What follows belongs to an exercise in optimizing a design on an open flow for small area and a short achievable clock period; a production flow would make more cautious choices.
Where RTL was checked, it was by simulation tests only, not by an equivalence proof against the original.

// nco_core
module nco_core(clk, reset, mode, fph, word_in, word_out, amplitude);
export LEC_CHECK = 0
export ABC_AREA = 1
export CAP_MARGIN = 20
export CORE_MARGIN = 2
export CORE_UTILIZATION = 40
export SETUP_SLACK_MARGIN = 3.0
export SLEW_MARGIN = 20
export SYNTH_MEMORY_MAX_BITS = 65536
create_clock -name core_clock -period 7.0 [get_ports {clk}]
standard.sh (not shown) runs the stock make flow with config.mk's settings and CLKGATE_MAP_FILE= SYNTH_SCRIPT=/design/flow/synth_recipe.tcl, a recipe that flattens the netlist after the stock synthesis.
==> flow/flow/run.sh <==
#!/bin/bash
# Standard synthesis and layout (standard.sh), with two layout settings changed:
# ports are buffered with buf_2 instead of the delay-cell buffer buffer_ports picks,
# and timing repair may resize a cell into one of a different footprint.
set -euo pipefail
cd "$(dirname "$0")/.."
bash standard.sh \
  "BUFFER_PORTS_ARGS=-buffer_cell sky130_fd_sc_hd__buf_2" \
  MATCH_CELL_FOOTPRINT=0 \
  finish > flow_make.log 2>&1
The starting point ran to the end with no violations.
Next try:
==> flow/flow/run.sh (replaced) <==
#!/bin/bash
# Standard synthesis and layout (standard.sh), with these layout settings changed:
# - ports are buffered with buf_1 instead of the delay-cell buffer buffer_ports picks;
# - timing repair may resize a cell into one of a different footprint;
# - clock tree: clkbuf_4/clkbuf_8 buffers and no dummy loads.
set -euo pipefail
cd "$(dirname "$0")/.."
bash standard.sh \
  "BUFFER_PORTS_ARGS=-buffer_cell sky130_fd_sc_hd__buf_1" \
  MATCH_CELL_FOOTPRINT=0 \
  "CTS_ARGS=-sink_clustering_enable -repair_clock_nets -dont_use_dummy_load -buf_list sky130_fd_sc_hd__clkbuf_8 -root_buf sky130_fd_sc_hd__clkbuf_8" \
  finish > flow_make.log 2>&1
CORE_UTILIZATION = 55   (was 40)
Result:
- The new run ran to the end with no violations
- critical path depth came out higher by 7
- first-iteration DRC count came out higher by 23%
- worst setup slack is better by 27 ps
- die area came out lower by 27%
- hold slack is better by 58 ps
- maximum frequency came out higher by 0.67%
- wire length came out lower by 4.7%
Next try:
==> flow/flow/run.sh (replaced) <==
#!/bin/bash
# The standard synthesis and layout (standard.sh), with these changes:
# - synthesis: the same script (synth_recipe.tcl and ORFS synth.tcl, so the same registers with
#   the same names and cells), except that ABC maps the logic with flow/abc_nf.script;
# - ports are buffered with buf_2 instead of the delay-cell buffer buffer_ports picks;
# - timing repair may resize a cell into one of a different footprint;
# - clock tree: clkbuf_8 buffers and no dummy loads.
set -euo pipefail
W="$(cd "$(dirname "$0")/.." && pwd)"
cd "$W"
# ORFS synth.tcl with the ABC script replaced after synth_preamble.tcl sets it
sed '/^source \$::env(SCRIPTS_DIR)\/synth_preamble.tcl/a set abc_script $::env(ABCX_SCRIPT)\nset abc_args [list -script $abc_script {*}$lib_args {*}$lib_dont_use_args -constr $::env(OBJECTS_DIR)/abc.constr]' \
  "$FLOW_HOME/scripts/synth.tcl" > flow_synth.tcl
grep -q 'ABCX_SCRIPT' flow_synth.tcl
# The standard flow's synthesis wrapper, sourcing that copy
sed "s|^source \$::env(SCRIPTS_DIR)/synth.tcl|source $W/flow_synth.tcl|" synth_recipe.tcl > flow_synth_recipe.tcl
grep -q "flow_synth.tcl" flow_synth_recipe.tcl
# standard.sh with the synthesis script replaced
sed "s|SYNTH_SCRIPT=[^ ]*|SYNTH_SCRIPT=$W/flow_synth_recipe.tcl|" standard.sh > flow_standard.sh
grep -q "flow_synth_recipe.tcl" flow_standard.sh
export ABCX_SCRIPT="$W/flow/abc_nf.script"
bash flow_standard.sh \
  "BUFFER_PORTS_ARGS=-buffer_cell sky130_fd_sc_hd__buf_2" \
  MATCH_CELL_FOOTPRINT=0 \
  "CTS_ARGS=-sink_clustering_enable -repair_clock_nets -dont_use_dummy_load -buf_list sky130_fd_sc_hd__clkbuf_8 -root_buf sky130_fd_sc_hd__clkbuf_8" \
  finish > flow_make.log 2>&1
==> flow/flow/abc_nf.script (new file) <==
strash
&get -n
&st
&dch
&nf
&put
topo
stime -c
buffer -c
upsize -c
dnsize -c
Effect:
- The new run produced a clean layout
- sequential share of layout area goes up by 0.69 points
- clock skew goes down by 4.6 ps
Next try:
==> flow/flow/run.sh (replaced) <==
#!/bin/bash
# Standard synthesis and layout (standard.sh), with these layout settings changed:
# - ports are buffered with buf_2 instead of the delay-cell buffer buffer_ports picks;
# - timing repair may resize a cell into one of a different footprint;
# - clock tree: clkbuf_4/clkbuf_8 buffers and no dummy loads.
set -euo pipefail
cd "$(dirname "$0")/.."
bash standard.sh \
  "BUFFER_PORTS_ARGS=-buffer_cell sky130_fd_sc_hd__buf_2" \
  MATCH_CELL_FOOTPRINT=0 \
  "CTS_ARGS=-sink_clustering_enable -repair_clock_nets -dont_use_dummy_load -buf_list sky130_fd_sc_hd__clkbuf_8 -root_buf sky130_fd_sc_hd__clkbuf_8" \
  finish > flow_make.log 2>&1
CORE_UTILIZATION = 40   (was 55)
removed: flow/flow/abc_nf.script
Effect: The new run finished clean; final area rose by 4.6%; sequential share of layout area fell by 0.95 points.
Next try:
==> flow/flow/run.sh (replaced) <==
#!/bin/bash
# The standard synthesis and layout (standard.sh), with these layout settings changed:
# - ports are buffered with buf_1 instead of the delay-cell buffer buffer_ports picks
#   (timing repair still resizes the ones on critical paths);
# - timing repair may resize a cell into one of a different footprint;
# - clock tree: clkbuf_8 buffers and no dummy loads.
# All output of the flow goes to flow_make.log; ORFS keeps each step's log under orfs/logs/.
set -euo pipefail
cd "$(dirname "$0")/.."
bash standard.sh \
  "BUFFER_PORTS_ARGS=-buffer_cell sky130_fd_sc_hd__buf_1" \
  MATCH_CELL_FOOTPRINT=0 \
  "CTS_ARGS=-sink_clustering_enable -repair_clock_nets -dont_use_dummy_load -buf_list sky130_fd_sc_hd__clkbuf_8 -root_buf sky130_fd_sc_hd__clkbuf_8" \
  finish > flow_make.log 2>&1
CAP_MARGIN = 5   (was 20)
CORE_UTILIZATION = 55   (was 40)
SLEW_MARGIN = 5   (was 20)
Final area goes down by 0.58%.
Routed wire length stays flat.
Non-clock buffer count goes up by 6.
Setup slack is better by 55 ps.
Synthesized cell count does not change.
Area after synthesis stays the same.
Worst hold slack is better by 45 ps.
Next try:
==> flow/flow/run.sh (replaced) <==
#!/bin/bash
# The standard synthesis and layout (standard.sh), with these changes:
# - synthesis: the same script (synth_recipe.tcl and ORFS synth.tcl, so the same registers with
#   the same names and cells), except that ABC maps the logic with flow/abc_nf.script;
# - ports are buffered with buf_1 instead of the delay-cell buffer buffer_ports picks;
# - timing repair may resize a cell into one of a different footprint;
# - clock tree: clkbuf_8 buffers and no dummy loads.
set -euo pipefail
W="$(cd "$(dirname "$0")/.." && pwd)"
cd "$W"
# ORFS synth.tcl with the ABC script replaced after synth_preamble.tcl sets it
sed '/^source \$::env(SCRIPTS_DIR)\/synth_preamble.tcl/a set abc_script $::env(ABCX_SCRIPT)\nset abc_args [list -script $abc_script {*}$lib_args {*}$lib_dont_use_args -constr $::env(OBJECTS_DIR)/abc.constr]' \
  "$FLOW_HOME/scripts/synth.tcl" > flow_synth.tcl
grep -q 'ABCX_SCRIPT' flow_synth.tcl
# The standard flow's synthesis wrapper, sourcing that copy
sed "s|^source \$::env(SCRIPTS_DIR)/synth.tcl|source $W/flow_synth.tcl|" synth_recipe.tcl > flow_synth_recipe.tcl
grep -q "flow_synth.tcl" flow_synth_recipe.tcl
# standard.sh with the synthesis script replaced
sed "s|SYNTH_SCRIPT=[^ ]*|SYNTH_SCRIPT=$W/flow_synth_recipe.tcl|" standard.sh > flow_standard.sh
grep -q "flow_synth_recipe.tcl" flow_standard.sh
export ABCX_SCRIPT="$W/flow/abc_nf.script"
bash flow_standard.sh \
  "BUFFER_PORTS_ARGS=-buffer_cell sky130_fd_sc_hd__buf_1" \
  MATCH_CELL_FOOTPRINT=0 \
  "CTS_ARGS=-sink_clustering_enable -repair_clock_nets -dont_use_dummy_load -buf_list sky130_fd_sc_hd__clkbuf_8 -root_buf sky130_fd_sc_hd__clkbuf_8" \
  finish > flow_make.log 2>&1
==> flow/flow/abc_nf.script (new file) <==
strash
&get -n
&st
&dch
&nf
&put
topo
stime -c
buffer -c
upsize -c
dnsize -c
CAP_MARGIN = 20   (was 5)
SLEW_MARGIN = 20   (was 5)
=> Worst setup slack got worse by 85 ps; first-iteration DRC count hardly moves; count of clock-buffer cells in the layout stays the same; design area fell by 4.0%; die area drops by 5.5%; area after synthesis came out lower by 5.7%; flip-flop and latch count is unchanged.


Another version of the RTL of nco_core (not shown whole).
Size: roughly 2,200 cells after synthesis, ~110 I/O pins, about 0.014 mm^2 of cells after synthesis.
export LEC_CHECK = 0
export ABC_AREA = 1
export CAP_MARGIN = 20
export CORE_MARGIN = 2
export CORE_UTILIZATION = 40
export SETUP_SLACK_MARGIN = 2.5
export SLEW_MARGIN = 20
export SYNTH_MEMORY_MAX_BITS = 65536
create_clock -name core_clock -period 7.0 [get_ports {clk}]
==> flow/flow/run.sh <==
#!/bin/bash
# Standard synthesis and layout (standard.sh), with two layout settings changed:
# ports are buffered with buf_2 instead of the delay-cell buffer buffer_ports picks,
# and timing repair may resize a cell into one of a different footprint.
set -euo pipefail
cd "$(dirname "$0")/.."
bash standard.sh \
  "BUFFER_PORTS_ARGS=-buffer_cell sky130_fd_sc_hd__buf_2" \
  MATCH_CELL_FOOTPRINT=0 \
  finish > flow_make.log 2>&1
==> next run, changes <==
==> flow/run.sh (new file) <==
#!/bin/bash
# synth_recipe.tcl (not shown) runs the flow's synth.tcl, then flattens the netlist and writes it again
# the make line also repeats each setting of config.mk as NAME=value (left out here)
make -C /OpenROAD-flow-scripts/flow DESIGN_CONFIG=/design/flow/config.mk WORK_HOME=/design/flow/orfs CLKGATE_MAP_FILE= SYNTH_SCRIPT=/design/flow/synth_recipe.tcl finish
removed: flow/flow/run.sh
removed: flow/standard.sh
Utilization climbs by 2.6 points.
Non-clock buffer count decreases by 10.
Global-route usage increases by 1.6 points.
Die area is unchanged.
Wire length went up by about 2%.
Synthesized cell count does not change.
Synthesized area stays the same.
No functional check of the RTL was part of any run of this note.

-- separate check: timing with driven ports --
Ports are ideal in the flow. The routed layouts listed here were re-timed in OpenROAD.
Step 1, drivers: a clkbuf_16 drives clk and a buf_2 each remaining input, both assumed.
Step 2 moves the port delays by t, midway between the first and last clock arrival at a register: inputs arrive t later, outputs are due t later. That takes back most of the time a late clock gives input paths.
Slacks: ideal / step 1 / step 2; pairs: ideal / step 1.
run	shift t [ns]	setup slack, ns	clock arrival spread, ns
the first run of note 1	0.481	3.015 / 2.993 / 2.731	0.010 / 0.011
the second run of note 1	0.488	3.042 / 3.042 / 3.009	0.044 / 0.045
the third run of note 1	0.487	2.902 / 2.902 / 2.902	0.040 / 0.040
the fourth run of note 1	0.499	2.947 / 2.947 / 2.769	0.039 / 0.039
the fifth run of note 1	0.493	3.002 / 2.980 / 2.784	0.040 / 0.040
the sixth run of note 1	0.492	2.917 / 2.917 / 2.917	0.050 / 0.050
the first run of note 2	0.411	2.656 / 2.656 / 2.656	0.010 / 0.010
the second run of note 2	0.400	2.635 / 2.634 / 2.634	0.010 / 0.010
After both steps every run listed still meets setup and hold. The setup slack of the first run of note 1, which loses most, moves by -0.022 ns with the drivers and by -0.284 ns with both steps.
